Source: an optimization exercise on an open RTL-to-GDS flow (aim: small area, a short achievable clock period and few clock cycles). Production flows keep margins and buffers that such runs may drop. Only simulation tests tie the RTL to the original design; equivalence was not proved. Power figures rest on the tool's default switching activity, not on a simulated workload.

==> job 8143: inputs <==
==> flow/design.v <==
module MIPS (CLK, RST, SW, CS, WE, ADDR, Mem_Wdata, Mem_Rdata);
  input CLK;
  input RST;
  input [2:0] SW;
  output reg CS, WE;
  output reg [6:0] ADDR;
  output [31:0] Mem_Wdata;
  input [31:0] Mem_Rdata;
  parameter K = 4;           
  localparam NSTEP = 32 / K;
  reg [31:0] rf [0:31];
  reg [31:0] IR;
  reg [6:0]  pc;             
  reg        fetch;          
  reg [31:0] HI, LO, MA;
  reg [3:0]  mcnt;           
  wire [5:0] op = IR[31:26];
  wire [5:0] fn = IR[5:0];
  wire [4:0] rs = IR[25:21];
  wire [4:0] rt = IR[20:16];
  wire [4:0] rd = IR[15:11];
  wire [4:0] sh = IR[10:6];
  wire [31:0] imm = {{16{IR[15]}}, IR[15:0]};
  wire [31:0] rA0 = rf[rs];
  wire [31:0] rB0 = rf[rt];
  wire [31:0] A = {rA0[31:3], (rs == 5'd1) ? SW : rA0[2:0]};
  wire [31:0] B = {rB0[31:3], (rt == 5'd1) ? SW : rB0[2:0]};
  wire is_mem  = op[5];
  wire is_sw   = op[5] & op[3];
  wire is_lw   = op[5] & ~op[3];
  wire is_imm  = ~op[5] & op[3];
  wire is_br   = ~op[5] & ~op[3] & op[2];
  wire is_jmp  = ~op[5] & ~op[3] & ~op[2] & op[1];
  wire is_jal  = is_jmp & op[0];
  wire is_r    = ~op[5] & ~op[3] & ~op[2] & ~op[1];
  wire r_jr    = is_r & (fn == 6'b001000);
  wire r_mult  = is_r & (fn == 6'b011000);
  wire r_mfhi  = is_r & (fn == 6'b010000);
  wire r_mflo  = is_r & (fn == 6'b010010);
  wire r_rsdst = is_r & (fn == 6'b101111 || fn == 6'b110000);
  wire stall = (r_mfhi | r_mflo) & (mcnt != 4'd0);
  wire [31:0] Y = is_imm ? imm : B;
  wire do_sub = is_r & (fn == 6'b100010 || fn == 6'b101010 || fn == 6'b110010);
  wire do_b8  = is_r & (fn == 6'b101101);
  wire [31:0] Yx = Y ^ {32{do_sub}};
  wire [8:0] s0 = {1'b0, A[7:0]}   + {1'b0, Yx[7:0]}   + {8'd0, do_sub};
  wire c8  = s0[8] & ~do_b8;
  wire [8:0] s1 = {1'b0, A[15:8]}  + {1'b0, Yx[15:8]}  + {8'd0, c8};
  wire c16 = s1[8] & ~do_b8;
  wire [8:0] s2 = {1'b0, A[23:16]} + {1'b0, Yx[23:16]} + {8'd0, c16};
  wire c24 = s2[8] & ~do_b8;
  wire [8:0] s3 = {1'b0, A[31:24]} + {1'b0, Yx[31:24]} + {8'd0, c24};
  wire [31:0] sum = {s3[7:0], s2[7:0], s1[7:0], s0[7:0]};
  wire cout = s3[8];
  reg [31:0] res;
  integer i;
  always @(*) begin
    res = sum;
    if (is_imm) begin
      case (op[2:0])
        3'b100:  res = A & imm;
        3'b101:  res = A | imm;
        3'b111:  res = {IR[15:0], 16'd0};
        default: res = sum;
      endcase
    end else if (is_jal) begin
      res = {25'd0, pc + 7'd1};
    end else begin
      case (fn)
        6'b100100: res = A & B;
        6'b100101: res = A | B;
        6'b100110: res = A ^ B;
        6'b101010: res = {31'd0, ~cout};
        6'b000000: res = B << sh;
        6'b000010: res = B >> sh;
        6'b010000: res = HI;
        6'b010010: res = LO;
        6'b101111: for (i = 0; i < 32; i = i + 1) res[i] = B[31-i];
        6'b110000: res = {B[7:0], B[15:8], B[23:16], B[31:24]};
        6'b110001: res = cout ? 32'hFFFFFFFF : sum;
        6'b110010: res = cout ? sum : 32'd0;
        default:   res = sum;
      endcase
    end
  end
  wire regw = ~fetch & ~stall &
              (is_lw | is_imm | is_jal | (is_r & ~r_jr & ~r_mult));
  wire [4:0] dst = is_jal ? 5'd31 : (is_r ? (r_rsdst ? rs : rd) : rt);
  wire [31:0] wdata = is_lw ? Mem_Rdata : res;
  wire [6:0] pc1 = pc + 7'd1;
  wire taken = is_br & ((A == B) ^ op[0]);
  reg [6:0] npc;
  always @(*) begin
    if (taken)       npc = pc1 + IR[6:0];
    else if (is_jmp) npc = IR[6:0];
    else if (r_jr)   npc = A[6:0];
    else             npc = pc1;
  end
  wire [6:0] ea = A[6:0] + IR[6:0];
  assign Mem_Wdata = B;
  always @(*) begin
    CS = 1'b1; WE = 1'b0; ADDR = npc;
    if (fetch) ADDR = pc;
    else if (stall) CS = 1'b0;
    else if (is_mem) begin ADDR = ea; WE = is_sw; end
  end
  always @(posedge CLK) begin
    if (regw) rf[dst] <= wdata;
    if (RST) begin
      fetch <= 1'b1;
      pc <= 7'd0;
    end else if (fetch) begin
      fetch <= 1'b0;
    end else if (!stall) begin
      if (is_mem) begin
        fetch <= 1'b1;
        pc <= pc1;
      end else begin
        pc <= npc;
      end
    end
    if (fetch | (~stall & ~is_mem)) IR <= Mem_Rdata;
  end
  wire [32+K-1:0] pstep = {{K{1'b0}}, HI} + MA * LO[K-1:0];
  always @(posedge CLK) begin
    if (RST) begin
      mcnt <= 4'd0;
    end else if (~fetch & r_mult) begin
      mcnt <= NSTEP;
    end else if (mcnt != 4'd0) begin
      mcnt <= mcnt - 4'd1;
    end
    if (~fetch & r_mult) begin
      MA <= A;
      LO <= B;
      HI <= 32'd0;
    end else if (mcnt != 4'd0) begin
      HI <= pstep[32+K-1:K];
      LO <= {pstep[K-1:0], LO[31:K]};
    end
  end
endmodule
==> flow/run.sh <==
#!/bin/bash
# synth_recipe.tcl (not shown) runs the flow's synth.tcl, then flattens the netlist and writes it again
# the make line also repeats each setting of config.mk as NAME=value (left out here)
make -C /OpenROAD-flow-scripts/flow DESIGN_CONFIG=/design/flow/config.mk WORK_HOME=/design/flow/orfs CLKGATE_MAP_FILE= SYNTH_SCRIPT=/design/flow/synth_recipe.tcl finish
==> flow/config.mk <==
export PLATFORM = sky130hd
export DESIGN_NAME = MIPS
export DESIGN_NICKNAME = MIPS
export VERILOG_FILES = /design/flow/design.v
export SDC_FILE = /design/flow/constraint.sdc
export NUM_CORES = 4
export LEC_CHECK = 0
export CAP_MARGIN = 20
export CORE_MARGIN = 2
export CORE_UTILIZATION = 40
export SLEW_MARGIN = 20
==> flow/constraint.sdc <==
create_clock -name core_clock -period 12.0 [get_ports {CLK}]
set_input_delay 2.4000 -clock core_clock [delete_from_list [all_inputs] [get_ports {CLK}]]
set_output_delay 2.4000 -clock core_clock [all_outputs]
set_load 0.01 [all_outputs]
==> job 3206: changes against job 8143 <==
==> flow/design.v, changed modules only <==
module MIPS (CLK, RST, SW, CS, WE, ADDR, Mem_Wdata, Mem_Rdata);
  input CLK;
  input RST;
  input [2:0] SW;
  output reg CS, WE;
  output reg [6:0] ADDR;
  output reg [31:0] Mem_Wdata;
  input [31:0] Mem_Rdata;
  parameter K = 4;           
  localparam NSTEP = 32 / K;
  reg [31:0] rf [0:31];
  reg [31:0] IR;
  reg [6:0]  pc;             
  reg        fetch;          
  reg        mem;            
  reg        mem_w;          
  reg [4:0]  mem_rt;         
  reg [6:0]  mem_a;          
  reg [31:0] HI, LO, MA;
  reg [3:0]  mcnt;           
  reg [2:0]  SWr;            
  wire [5:0] op = IR[31:26];
  wire [5:0] fn = IR[5:0];
  wire [4:0] rs = IR[25:21];
  wire [4:0] rt = IR[20:16];
  wire [4:0] rd = IR[15:11];
  wire [4:0] sh = IR[10:6];
  wire [31:0] imm = {{16{IR[15]}}, IR[15:0]};
  reg [31:0] rA0, rB0;
  integer ri;
  always @(*) begin
    rA0 = 32'd0; rB0 = 32'd0;
    for (ri = 0; ri < 32; ri = ri + 1) begin
      rA0 = rA0 | (rf[ri] & {32{rs == ri}});
      rB0 = rB0 | (rf[ri] & {32{rt == ri}});
    end
  end
  wire [31:0] A = {rA0[31:3], (rs == 5'd1) ? SWr : rA0[2:0]};
  wire [31:0] B = {rB0[31:3], (rt == 5'd1) ? SWr : rB0[2:0]};
  wire is_mem  = op[5];
  wire is_sw   = op[5] & op[3];
  wire is_lw   = op[5] & ~op[3];
  wire is_imm  = ~op[5] & op[3];
  wire is_br   = ~op[5] & ~op[3] & op[2];
  wire is_jmp  = ~op[5] & ~op[3] & ~op[2] & op[1];
  wire is_jal  = is_jmp & op[0];
  wire is_r    = ~op[5] & ~op[3] & ~op[2] & ~op[1];
  wire r_jr    = is_r & (fn == 6'b001000);
  wire r_mult  = is_r & (fn == 6'b011000);
  wire r_mfhi  = is_r & (fn == 6'b010000);
  wire r_mflo  = is_r & (fn == 6'b010010);
  wire r_rsdst = is_r & (fn == 6'b101111 || fn == 6'b110000);
  wire exec  = ~fetch & ~mem;
  wire stall = (r_mfhi | r_mflo) & (mcnt != 4'd0);
  wire go    = exec & ~stall;
  wire [31:0] Y = (is_imm | is_mem) ? imm : B;
  wire do_sub = is_r & (fn == 6'b100010 || fn == 6'b101010 || fn == 6'b110010);
  wire do_b8  = is_r & (fn == 6'b101101);
  wire [31:0] Yx = Y ^ {32{do_sub}};
  wire kp = ~do_b8;
  wire [35:0] s36 = {1'b0, A[31:24], kp, A[23:16], kp, A[15:8], kp, A[7:0]} +
                    {1'b0, Yx[31:24], 1'b0, Yx[23:16], 1'b0, Yx[15:8], 1'b0, Yx[7:0]} +
                    {35'd0, do_sub};
  wire [31:0] sum = {s36[34:27], s36[25:18], s36[16:9], s36[7:0]};
  wire cout = s36[35];
  wire [6:0] pc1 = pc + 7'd1;
  reg [31:0] res;
  integer i;
  always @(*) begin
    res = sum;
    if (is_imm) begin
      case (op[2:0])
        3'b100:  res = A & imm;
        3'b101:  res = A | imm;
        3'b111:  res = {IR[15:0], 16'd0};
        default: res = sum;
      endcase
    end else if (is_jal) begin
      res = {25'd0, pc1};
    end else begin
      case (fn)
        6'b100100: res = A & B;
        6'b100101: res = A | B;
        6'b100110: res = A ^ B;
        6'b101010: res = {31'd0, ~cout};
        6'b000000: res = B << sh;
        6'b000010: res = B >> sh;
        6'b010000: res = HI;
        6'b010010: res = LO;
        6'b101111: for (i = 0; i < 32; i = i + 1) res[i] = B[31-i];
        6'b110000: res = {B[7:0], B[15:8], B[23:16], B[31:24]};
        6'b110001: res = cout ? 32'hFFFFFFFF : sum;
        6'b110010: res = cout ? sum : 32'd0;
        default:   res = sum;
      endcase
    end
  end
  wire regw_ex = go & (is_imm | is_jal | (is_r & ~r_jr & ~r_mult));
  wire regw_ld = mem & ~mem_w;
  wire [4:0] dst = mem ? mem_rt :
                   is_jal ? 5'd31 : (is_r ? (r_rsdst ? rs : rd) : rt);
  wire [31:0] wdata = mem ? Mem_Rdata : res;
  wire [6:0] pcb = pc1 + IR[6:0];
  wire pred_t = is_br & op[0];                   
  wire taken  = is_br & ((A == B) ^ op[0]);
  wire [6:0] pnpc = pred_t ? pcb : (is_jmp ? IR[6:0] : pc1);
  wire redirect = r_jr | (is_br & (taken ^ pred_t));
  wire [6:0] anpc = r_jr ? A[6:0] : (taken ? pcb : pc1);
  always @(*) begin
    CS = 1'b1; WE = 1'b0; ADDR = pnpc;
    if (fetch) ADDR = pc;
    else if (mem) begin ADDR = mem_a; WE = mem_w; end
    else if (stall | r_jr) CS = 1'b0;
  end
  always @(posedge CLK) begin
    SWr <= SW;
    if (regw_ex | regw_ld) rf[dst] <= wdata;
    Mem_Wdata <= B;
    mem_a <= sum[6:0];
    mem_rt <= rt;
    mem_w <= is_sw;
    if (RST) begin
      fetch <= 1'b1;
      mem <= 1'b0;
      pc <= 7'd0;
    end else begin
      fetch <= go & redirect;
      mem <= go & is_mem;
      if (fetch | mem) begin
      end else if (go) begin
        pc <= redirect ? anpc : pnpc;
      end
    end
    if (fetch | go) IR <= Mem_Rdata;
  end
  wire [32+K-1:0] pstep = {{K{1'b0}}, HI} + MA * LO[K-1:0];
  always @(posedge CLK) begin
    if (RST) begin
      mcnt <= 4'd0;
    end else if (go & r_mult) begin
      mcnt <= NSTEP;
    end else if (mcnt != 4'd0) begin
      mcnt <= mcnt - 4'd1;
    end
    if (go & r_mult) begin
      MA <= A;
      LO <= B;
      HI <= 32'd0;
    end else if (mcnt != 4'd0) begin
      HI <= pstep[32+K-1:K];
      LO <= {pstep[K-1:0], LO[31:K]};
    end
  end
endmodule
==> comparison table <==
quantity	job 8143	job 3206
Final nets	5339	6072
Share of layout cells above drive strength 1	22.9%	12.2%
Die Width	416 µm	408 µm
WP buf/inv	7	5
Detail Route met2 WL	123000 µm	145000 µm
Multi-input gates	3142	3906
Sequential share of the synthesized area	51.1%	54.1%
Total clock buffers created by CTS	132	135
Number of flip-flops and latches	1173	1210
Fill cell instance count of the final layout	14943	14955
Area of combinational cells with multiple inputs	31300 µm²	28400 µm²
Simple logic cell fraction of the synthesized area	6.39%	12.8%
GR Util All Layers	31.6%	41.2%
Number of sinks driven by the clock tree	1173	1210
Well-tap cell count	2218	2175
Type of element launching the critical path	primary input	flop
Flip-flop count of the largest register after layout	1024	1022
Initial Utilization	40.1%	40.3%
Area fraction of the dominant cell type after synthesis	49.5%	51.3%
Part of the total power dissipated in the clock network	23.6%	25.8%
Status	complete, no violations	complete, no violations
Reported combinational group power	7.68 mW	6.64 mW
Layout clock buffer count	153	161
Testbench counts of job 8143, summed over its fixed seeds: cycles 79,189.
Testbench counts of job 3206, summed over its fixed seeds: cycles 82,866.

## separate check: timing with driven ports
The results above use ideal ports. As a check the final layouts listed here were re-extracted and re-timed, cells and wires unchanged. Step 1, drivers: a clkbuf_16 drives CLK and a buf_2 each remaining input, both assumed. Step 2 moves the port delays by t, midway between the first and last clock arrival at a register: inputs arrive t later, outputs are due t later. That takes back most of the time a late clock gives input paths. a / b / c = ideal ports / drivers / drivers and shift; a / b = the first two.
run	t (ns)	slack for setup (ns)	hold slack, ns
job 8143	0.879	0.453 / 0.479 / -0.401	0.484 / 0.484 / 0.484
job 3206	0.895	2.626 / 2.626 / 2.626	0.521 / 0.521 / 0.521
Met with ideal ports but missed after step 2: setup timing in job 8143. For job 8143, which loses most, drivers alone change the setup slack by +0.026 ns; drivers and shift together by -0.854 ns.
